This is an optimization exercise on Yosys and OpenROAD, whose aim is small area, not a production implementation.
RTL that was checked went through simulation tests only; none was proved equivalent to the original.
Power figures rest on the tool's default switching activity, not on a simulated workload.

==> try-nickel: inputs <==
==> flow/design.v <==
module UART_SYS
(
 input   wire                          CLK,
 input   wire                          RST_N,
 input   wire                          UART_RX_IN,
 output  wire                          UART_TX_O,
 output  reg                           parity_error,
 output  reg                           framing_error
);
reg  [6:0]  pos;
wire        tick = &pos[3:0];
wire        wrap = &pos;
reg         clr;             
always @(posedge CLK or negedge RST_N)
  if (!RST_N) begin
    pos <= 7'd32;
    clr <= 1'b1;
  end else begin
    pos <= wrap ? 7'd32 : pos + 7'd1;
    if (wrap) clr <= 1'b0;
  end
reg        act;
reg  [3:0] ph, bc;
reg  [7:0] rxd;
reg        rpar;
wire       last = act && (ph == 4'd15);
wire       rxv  = last && (bc == 4'd10) && UART_RX_IN && !parity_error;
always @(posedge CLK or negedge RST_N)
  if (!RST_N) begin
    act <= 1'b0;
    parity_error  <= 1'b0;
    framing_error <= 1'b0;
  end else begin
    if (!act) begin
      if (!UART_RX_IN) act <= 1'b1;
    end else if (ph == 4'd15) begin
      if (bc == 4'd0 && UART_RX_IN) act <= 1'b0;
      if (bc == 4'd9) parity_error <= rpar ^ UART_RX_IN;
      if (bc == 4'd10) begin
        framing_error <= !UART_RX_IN;
        act <= 1'b0;
      end
    end
  end
always @(posedge CLK)
  if (!act) begin
    ph   <= 4'd1;
    bc   <= 4'd0;
    rpar <= 1'b0;
  end else begin
    ph <= ph + 4'd1;
    if (ph == 4'd15) bc <= bc + 4'd1;
    if (ph == 4'd15 && bc != 4'd0 && bc <= 4'd8) begin
      rxd  <= {UART_RX_IN, rxd[7:1]};
      rpar <= rpar ^ UART_RX_IN;
    end
  end
localparam [2:0] S_IDLE = 3'd0, S_AA1 = 3'd1, S_AA2 = 3'd2, S_BB1 = 3'd3,
                 S_CC1  = 3'd4, S_CC2 = 3'd5, S_FN  = 3'd6;
localparam [1:0] E_IDLE = 2'd0, E_WR = 2'd1, E_RD = 2'd2, E_STEP = 2'd3;
reg  [2:0]  ps;
reg  [1:0]  es;
reg  [3:0]  arg;
reg  [7:0]  ra, rb;           
reg  [15:0] P;
reg  [2:0]  cnt;
reg         arm;
reg  [3:0]  tb;               
reg         req, hi, tpar;
reg         c, z;
reg  [95:0] ring;
wire [7:0]  H = P[15:8];
wire [7:0]  L = P[7:0];
wire [3:0]  fn = rxd[3:0];
wire        do_wr  = rxv && ps == S_AA2;               
wire        do_rd  = rxv && ps == S_BB1;               
wire        do_alu = rxv && ps == S_FN;                
wire        ringst = es == E_WR || es == E_RD;
wire        match  = pos[6:3] == arg;
wire        xfer   = ringst && arm && match;
always @(posedge CLK or negedge RST_N)
  if (!RST_N)
    ps <= S_IDLE;
  else if (rxv)
    case (ps)
      S_IDLE: ps <= (rxd == 8'hAA) ? S_AA1 :
                    (rxd == 8'hBB) ? S_BB1 :
                    (rxd == 8'hCC) ? S_CC1 :
                    (rxd == 8'hDD) ? S_FN  : S_IDLE;
      S_AA1:  ps <= S_AA2;
      S_CC1:  ps <= S_CC2;
      S_CC2:  ps <= S_FN;
      default: ps <= S_IDLE;
    endcase
always @(posedge CLK) begin
  if (rxv && (ps == S_AA1 || ps == S_BB1 || ps == S_FN))
    arg <= fn;
  if (clr || (rxv && (ps == S_CC1 || (ps == S_AA2 && arg == 4'd0))))
    ra <= clr ? 8'd0 : rxd;
  if (clr || (rxv && (ps == S_CC2 || (ps == S_AA2 && arg == 4'd1))))
    rb <= clr ? 8'd0 : rxd;
end
wire        step  = es == E_STEP;
wire        mulst = step && arg == 4'd2;
wire        divst = step && arg == 4'd3;
wire        last7 = cnt == 3'd7;
wire [7:0]  ax = divst ? {H[6:0], L[7]} : H;
wire [7:0]  ay = divst ? ~rb : (mulst && L[0]) ? ra : 8'd0;
wire [8:0]  asum = {1'b0, ax} + {1'b0, ay} + {8'd0, divst};
wire [7:0]  s  = asum[7:0];
wire        co = asum[8];
wire        ge = H[7] | co;
wire        sa  = H[0];
wire        sb  = L[0];
wire        sbx = (arg == 4'd0) ? sb : !sb;           
wire        cn  = (arg == 4'd14) ? sa : ((sa & sbx) | (sa & c) | (sbx & c));
wire        zn  = z & !(sa ^ sb);
reg         fb;
always @(*)
  case (arg)
    4'd0, 4'd1: fb = sa ^ sbx ^ c;
    4'd4:  fb = sa & sb;
    4'd5:  fb = sa | sb;
    4'd6:  fb = !(sa & sb);
    4'd7:  fb = !(sa | sb);
    4'd8:  fb = sa ^ sb;
    4'd9:  fb = !(sa ^ sb);
    4'd13: fb = H[1];
    4'd14: fb = c;
    default: fb = 1'b0;
  endcase
reg  [7:0]  hip;         
always @(*)
  case (arg)
    4'd0, 4'd14: hip = {7'd0, cn};
    4'd1:        hip = {8{!cn}};
    4'd6, 4'd7, 4'd9: hip = 8'hFF;
    default:     hip = 8'h00;
  endcase
reg  [7:0]  rdc;
always @(*)
  case (fn[1:0])
    2'd0: rdc = ra;
    2'd1: rdc = rb;
    2'd2: rdc = 8'h41;
    default: rdc = 8'h10;
  endcase
wire        txdata = (tb >= 4'd2) && (tb <= 4'd9);
wire        txnext = tick && (tb == 4'd0 || tb == 4'd11);
always @(posedge CLK or negedge RST_N)
  if (!RST_N) begin
    es  <= E_IDLE;
    arm <= 1'b0;
    req <= 1'b0;
    hi  <= 1'b0;
  end else begin
    arm <= ringst && (arm || pos[2:0] == 3'd7);
    if (txnext) begin
      if (req)     req <= 1'b0;
      else if (hi) hi  <= 1'b0;
    end
    if (do_wr && arg[3:2] != 2'b00) es <= E_WR;
    if (do_rd) begin
      if (fn[3:2] != 2'b00) es  <= E_RD;
      else                  req <= 1'b1;
    end
    if (do_alu) es <= E_STEP;
    if (xfer && pos[2:0] == 3'd7) begin
      es  <= E_IDLE;
      if (es == E_RD) req <= 1'b1;
    end
    if (step && last7) begin
      es  <= E_IDLE;
      req <= 1'b1;
      hi  <= 1'b1;
    end
  end
always @(posedge CLK) begin
  if (step) cnt <= cnt + 3'd1;
  else      cnt <= 3'd0;
  if (do_alu) begin
    c <= (fn == 4'd0 || fn == 4'd14) ? 1'b0 : 1'b1;
    z <= 1'b1;
  end else if (step) begin
    c <= cn;
    z <= zn;
  end
end
always @(posedge CLK) begin
  if (do_wr)
    P[7:0] <= rxd;
  else if (do_rd)
    P[7:0] <= rdc;
  else if (do_alu)
    P <= {(fn[3:1] == 3'd1) ? 8'd0 : ra, (fn == 4'd3) ? ra : rb};
  else if (divst) begin
    if (last7) begin
      P[15:8] <= 8'd0;
      P[7:0]  <= (rb == 8'd0) ? 8'd0 : {L[6:0], ge};
    end else begin
      P[15:8] <= ge ? s : ax;
      P[7:0]  <= {L[6:0], ge};
    end
  end else if (step && !mulst) begin
    P[15:8] <= last7 ? hip : {1'b0, H[7:1]};
    if (last7 && arg == 4'd10)      P[7:0] <= {7'd0, zn};
    else if (last7 && arg == 4'd11) P[7:0] <= {6'd0, cn & !zn, 1'b0};
    else if (last7 && arg == 4'd12) P[7:0] <= {6'd0, !cn, !cn};
    else                            P[7:0] <= {fb, L[7:1]};
  end else if (mulst || xfer || (tick && txdata))
    P <= {co, s[7:1], xfer ? ring[0] : s[0], L[7:1]};
end
always @(posedge CLK)
  ring <= {clr ? 1'b0 : (xfer && es == E_WR) ? L[0] : ring[0], ring[95:1]};
always @(posedge CLK or negedge RST_N)
  if (!RST_N)
    tb <= 4'd0;
  else if (tick) begin
    if (tb == 4'd0 || tb == 4'd11)
      tb <= (req || hi) ? 4'd1 : 4'd0;
    else
      tb <= tb + 4'd1;
  end
always @(posedge CLK)
  if (tick) begin
    if (tb == 4'd1) tpar <= 1'b0;
    else if (txdata) tpar <= tpar ^ P[0];
  end
assign UART_TX_O = (tb == 4'd1) ? 1'b0 :
                   txdata       ? P[0] :
                   (tb == 4'd10) ? tpar : 1'b1;
endmodule
==> flow/run.sh <==
#!/bin/bash
# synth_recipe.tcl (not shown) runs the flow's synth.tcl, then flattens the netlist and writes it again
# the make line also repeats each setting of config.mk as NAME=value (left out here)
make -C /OpenROAD-flow-scripts/flow DESIGN_CONFIG=/design/flow/config.mk WORK_HOME=/design/flow/orfs CLKGATE_MAP_FILE= SYNTH_SCRIPT=/design/flow/synth_recipe.tcl finish
==> flow/config.mk <==
export PLATFORM = sky130hd
export DESIGN_NAME = UART_SYS
export DESIGN_NICKNAME = UART_SYS
export VERILOG_FILES = /design/flow/design.v
export SDC_FILE = /design/flow/constraint.sdc
export NUM_CORES = 4
export LEC_CHECK = 0
export ABC_AREA = 1
export CAP_MARGIN = 20
export CORE_MARGIN = 2
export CORE_UTILIZATION = 40
export CTS_BUF_LIST = sky130_fd_sc_hd__clkbuf_4 sky130_fd_sc_hd__clkbuf_8
export SLEW_MARGIN = 20
==> flow/constraint.sdc <==
create_clock -name core_clock -period 32.0 [get_ports {CLK}]
set_input_delay 6.4000 -clock core_clock [delete_from_list [all_inputs] [get_ports {CLK}]]
set_output_delay 6.4000 -clock core_clock [all_outputs]
set_load 0.01 [all_outputs]
==> try-indigo: changes against try-nickel <==
==> flow/design.v, changed modules only <==
module UART_SYS
(
 input   wire                          CLK,
 input   wire                          RST_N,
 input   wire                          UART_RX_IN,
 output  wire                          UART_TX_O,
 output  reg                           parity_error,
 output  reg                           framing_error
);
reg  [6:0]  pos;
wire        tick = &pos[3:0];
wire        wrap = &pos;
reg         clr;             
always @(posedge CLK or negedge RST_N)
  if (!RST_N) begin
    pos <= 7'd32;
    clr <= 1'b1;
  end else begin
    pos <= wrap ? 7'd32 : pos + 7'd1;
    if (wrap) clr <= 1'b0;
  end
reg        act;              
reg  [3:0] bc;               
reg  [7:0] rxd;
reg        rpar;
wire       rxv  = tick && act && (bc == 4'd10) && UART_RX_IN && !parity_error;
always @(posedge CLK or negedge RST_N)
  if (!RST_N) begin
    act <= 1'b0;
    parity_error  <= 1'b0;
    framing_error <= 1'b0;
  end else if (tick) begin
    if (!act) begin
      if (!UART_RX_IN) act <= 1'b1;
    end else begin
      if (bc == 4'd9) parity_error <= rpar ^ UART_RX_IN;
      if (bc == 4'd10) begin
        framing_error <= !UART_RX_IN;
        act <= 1'b0;
      end
    end
  end
always @(posedge CLK)
  if (tick) begin
    if (!act) begin
      bc   <= 4'd1;
      rpar <= 1'b0;
    end else begin
      bc <= bc + 4'd1;
      if (bc <= 4'd8) begin
        rxd  <= {UART_RX_IN, rxd[7:1]};
        rpar <= rpar ^ UART_RX_IN;
      end
    end
  end
localparam [2:0] S_IDLE = 3'd0, S_AA1 = 3'd1, S_AA2 = 3'd2, S_BB1 = 3'd3,
                 S_CC1  = 3'd4, S_CC2 = 3'd5, S_FN  = 3'd6;
localparam [2:0] E_IDLE = 3'd0, E_WR = 3'd1, E_RD = 3'd2, E_ALU = 3'd3,
                 E_BB = 3'd4;
reg  [2:0]  ps;
reg  [2:0]  es;
reg  [3:0]  arg;
reg  [7:0]  ra, rb;           
reg  [15:0] P;
reg  [3:0]  tb;               
reg         req, hi, tpar;
reg         c, z;
reg  [95:0] ring;
wire [7:0]  H = P[15:8];
wire [7:0]  L = P[7:0];
wire [3:0]  fn = rxd[3:0];
wire        do_wr  = rxv && ps == S_AA2;               
wire        do_rd  = rxv && ps == S_BB1;               
wire        do_alu = rxv && ps == S_FN;                
wire        ringst = es == E_WR || es == E_RD;
wire        xfer   = ringst && pos[6:3] == arg;
always @(posedge CLK or negedge RST_N)
  if (!RST_N)
    ps <= S_IDLE;
  else if (rxv)
    case (ps)
      S_IDLE: ps <= (rxd == 8'hAA) ? S_AA1 :
                    (rxd == 8'hBB) ? S_BB1 :
                    (rxd == 8'hCC) ? S_CC1 :
                    (rxd == 8'hDD) ? S_FN  : S_IDLE;
      S_AA1:  ps <= S_AA2;
      S_CC1:  ps <= S_CC2;
      S_CC2:  ps <= S_FN;
      default: ps <= S_IDLE;
    endcase
always @(posedge CLK) begin
  if (rxv && (ps == S_AA1 || ps == S_BB1 || ps == S_FN))
    arg <= fn;
  if (clr || (rxv && (ps == S_CC1 || (ps == S_AA2 && arg == 4'd0))))
    ra <= clr ? 8'd0 : rxd;
  if (clr || (rxv && (ps == S_CC2 || (ps == S_AA2 && arg == 4'd1))))
    rb <= clr ? 8'd0 : rxd;
end
wire        alust = es == E_ALU;
wire        bbst  = es == E_BB;
wire        mulst = alust && arg == 4'd2;
wire        divst = alust && arg == 4'd3;
wire        last7 = pos[2:0] == 3'd7;
wire [7:0]  ax = divst ? {H[6:0], L[7]} : H;
wire [7:0]  ay = divst ? ~rb : (mulst && L[0]) ? ra : 8'd0;
wire [8:0]  asum = {1'b0, ax} + {1'b0, ay} + {8'd0, divst};
wire [7:0]  s  = asum[7:0];
wire        co = asum[8];
wire        bnz = |rb;
wire        ge = (H[7] | co) & bnz;            
wire        sa  = H[0];
wire        sb  = L[0];
wire        sbx = (arg == 4'd0) ? sb : !sb;           
wire        cn  = (arg == 4'd14) ? sa : ((sa & sbx) | (sa & c) | (sbx & c));
wire        zn  = z & !(sa ^ sb);
reg         fb;
always @(*)
  if (bbst)
    case (arg[1:0])
      2'd0: fb = sa;
      2'd1: fb = sb;
      2'd2: fb = pos[2:0] == 3'd0 || pos[2:0] == 3'd6;    
      default: fb = pos[2:0] == 3'd4;                    
    endcase
  else
    case (arg)
      4'd0, 4'd1: fb = sa ^ sbx ^ c;
      4'd4:  fb = sa & sb;
      4'd5:  fb = sa | sb;
      4'd6:  fb = !(sa & sb);
      4'd7:  fb = !(sa | sb);
      4'd8:  fb = sa ^ sb;
      4'd9:  fb = !(sa ^ sb);
      4'd13: fb = H[1];
      4'd14: fb = c;
      default: fb = 1'b0;
    endcase
reg  [7:0]  hip;         
always @(*)
  case (arg)
    4'd0, 4'd14: hip = {7'd0, cn};
    4'd1:        hip = {8{!cn}};
    4'd6, 4'd7, 4'd9: hip = 8'hFF;
    default:     hip = 8'h00;
  endcase
wire        txdata = (tb >= 4'd2) && (tb <= 4'd9);
wire        txnext = tick && (tb == 4'd0 || tb == 4'd11);
always @(posedge CLK or negedge RST_N)
  if (!RST_N) begin
    es  <= E_IDLE;
    req <= 1'b0;
    hi  <= 1'b0;
  end else begin
    if (txnext) begin
      if (req)     req <= 1'b0;
      else if (hi) hi  <= 1'b0;
    end
    if (do_wr && arg[3:2] != 2'b00) es <= E_WR;
    if (do_rd) es <= (fn[3:2] != 2'b00) ? E_RD : E_BB;
    if (do_alu) es <= E_ALU;
    if ((xfer || bbst || alust) && last7) begin
      es  <= E_IDLE;
      if (es != E_WR) req <= 1'b1;
      if (alust)      hi  <= 1'b1;
    end
  end
always @(posedge CLK)
  if (do_alu || do_rd) begin
    c <= (fn == 4'd0 || fn == 4'd14) ? 1'b0 : 1'b1;
    z <= 1'b1;
  end else begin
    c <= cn;
    z <= zn;
  end
wire        serst = bbst || (alust && !mulst);         
wire        alul  = alust && last7;                    
wire        lin   = xfer ? ring[0] : serst ? fb : s[0];
wire        cx    = alul && arg == 4'd11 && cn && !zn;
wire        cy    = alul && ((arg == 4'd10 && zn) || (arg == 4'd12 && !cn));
always @(posedge CLK) begin
  if (do_wr)
    P[7:0] <= rxd;
  else if (do_alu || do_rd)
    P <= {(fn[3:1] == 3'd1) ? 8'd0 : ra, (fn == 4'd3) ? ra : rb};
  else if (divst) begin
    P[15:8] <= last7 ? 8'd0 : ge ? s : ax;
    P[7:0]  <= {L[6:0], ge};
  end else if (serst || mulst || xfer || (tick && txdata)) begin
    P[15:8] <= {co, s[7:1]} | (alul ? hip : 8'd0);
    P[7:0]  <= {lin, L[7:3], L[2] | cx | cy & arg[2], L[1] | cy};
  end
end
always @(posedge CLK)
  ring <= {clr ? 1'b0 : (xfer && es == E_WR) ? L[0] : ring[0], ring[95:1]};
always @(posedge CLK or negedge RST_N)
  if (!RST_N)
    tb <= 4'd0;
  else if (tick) begin
    if (tb == 4'd0 || tb == 4'd11)
      tb <= (req || hi) ? 4'd1 : 4'd0;
    else
      tb <= tb + 4'd1;
  end
always @(posedge CLK)
  if (tick) begin
    if (tb == 4'd1) tpar <= 1'b0;
    else if (txdata) tpar <= tpar ^ P[0];
  end
assign UART_TX_O = (tb == 4'd1) ? 1'b0 :
                   txdata       ? P[0] :
                   (tb == 4'd10) ? tpar : 1'b1;
endmodule
--- a/flow/config.mk
+++ b/flow/config.mk
@@ -11,3 +11,4 @@
 export CORE_UTILIZATION = 40
-export CTS_BUF_LIST = sky130_fd_sc_hd__clkbuf_4 sky130_fd_sc_hd__clkbuf_8
+export CTS_BUF_LIST = sky130_fd_sc_hd__clkbuf_8
+export CTS_CLUSTER_SIZE = 20
 export SLEW_MARGIN = 20
==> comparison table <==
item                                                 try-nickel  try-indigo
Final non-filler cell total                                1056         970
Site Rows                                                    49          47
Count of multi-input combinational gates                    507         438
Run status                             timing/DRC/antenna clean  timing/DRC/antenna clean
Fraction of layout cells with a size suffix above 1       9.67%       5.73%
Switching power                                        0.102 mW   0.0803 mW
Synthesized net count                                       831         753
Final setup skew                                        11.9 ps     14.3 ps
Share of the core filled with cells                       44.8%       45.0%
Met3 Track Usage GR                                       3.66%       3.93%
Initial core utilization                                  41.1%       41.0%
Total global routing track utilization                    16.2%       15.8%
Switching share of power                                  24.4%       21.6%
Max incr delay on CP                                     570 ps      580 ps
Cell area after synthesis                              7440 µm²    6810 µm²
Final-stage net count                                       846         764
For try-nickel, only the layout was checked, not whether the RTL still works.

what the ideal ports hide:
Ports are ideal in the flow. The routed layouts listed here were re-timed in OpenROAD. Step 1, drivers: a clkbuf_16 drives CLK and a buf_2 each remaining input, both assumed. Step 2 adds t to the input delays and takes it off the output delays; t is the mean of the earliest and latest rising clock arrival at the registers after step 1. Input paths then give back, and output paths get back, about the clock's delay inside the block. Slacks: ideal ports / drivers / drivers and shift; pairs: ideal ports / drivers.
| run | t, ns | slack for setup (ns) | hold WS [ns] | worst setup path after step 2 | clock arrival spread, ns |
|---|---|---|---|---|---|
| try-nickel | 0.480 | 23.047 / 23.009 / 23.096 | 0.323 / 0.323 / 0.323 | input to register | 0.013 / 0.013 |
| try-indigo | 0.477 | 23.039 / 23.003 / 23.031 | 0.326 / 0.326 / 0.326 | input to register | 0.014 / 0.015 |
After both steps setup and hold are still met in every run listed. For try-indigo, which loses most, drivers alone change the setup slack by -0.036 ns; drivers and shift together by -0.008 ns.
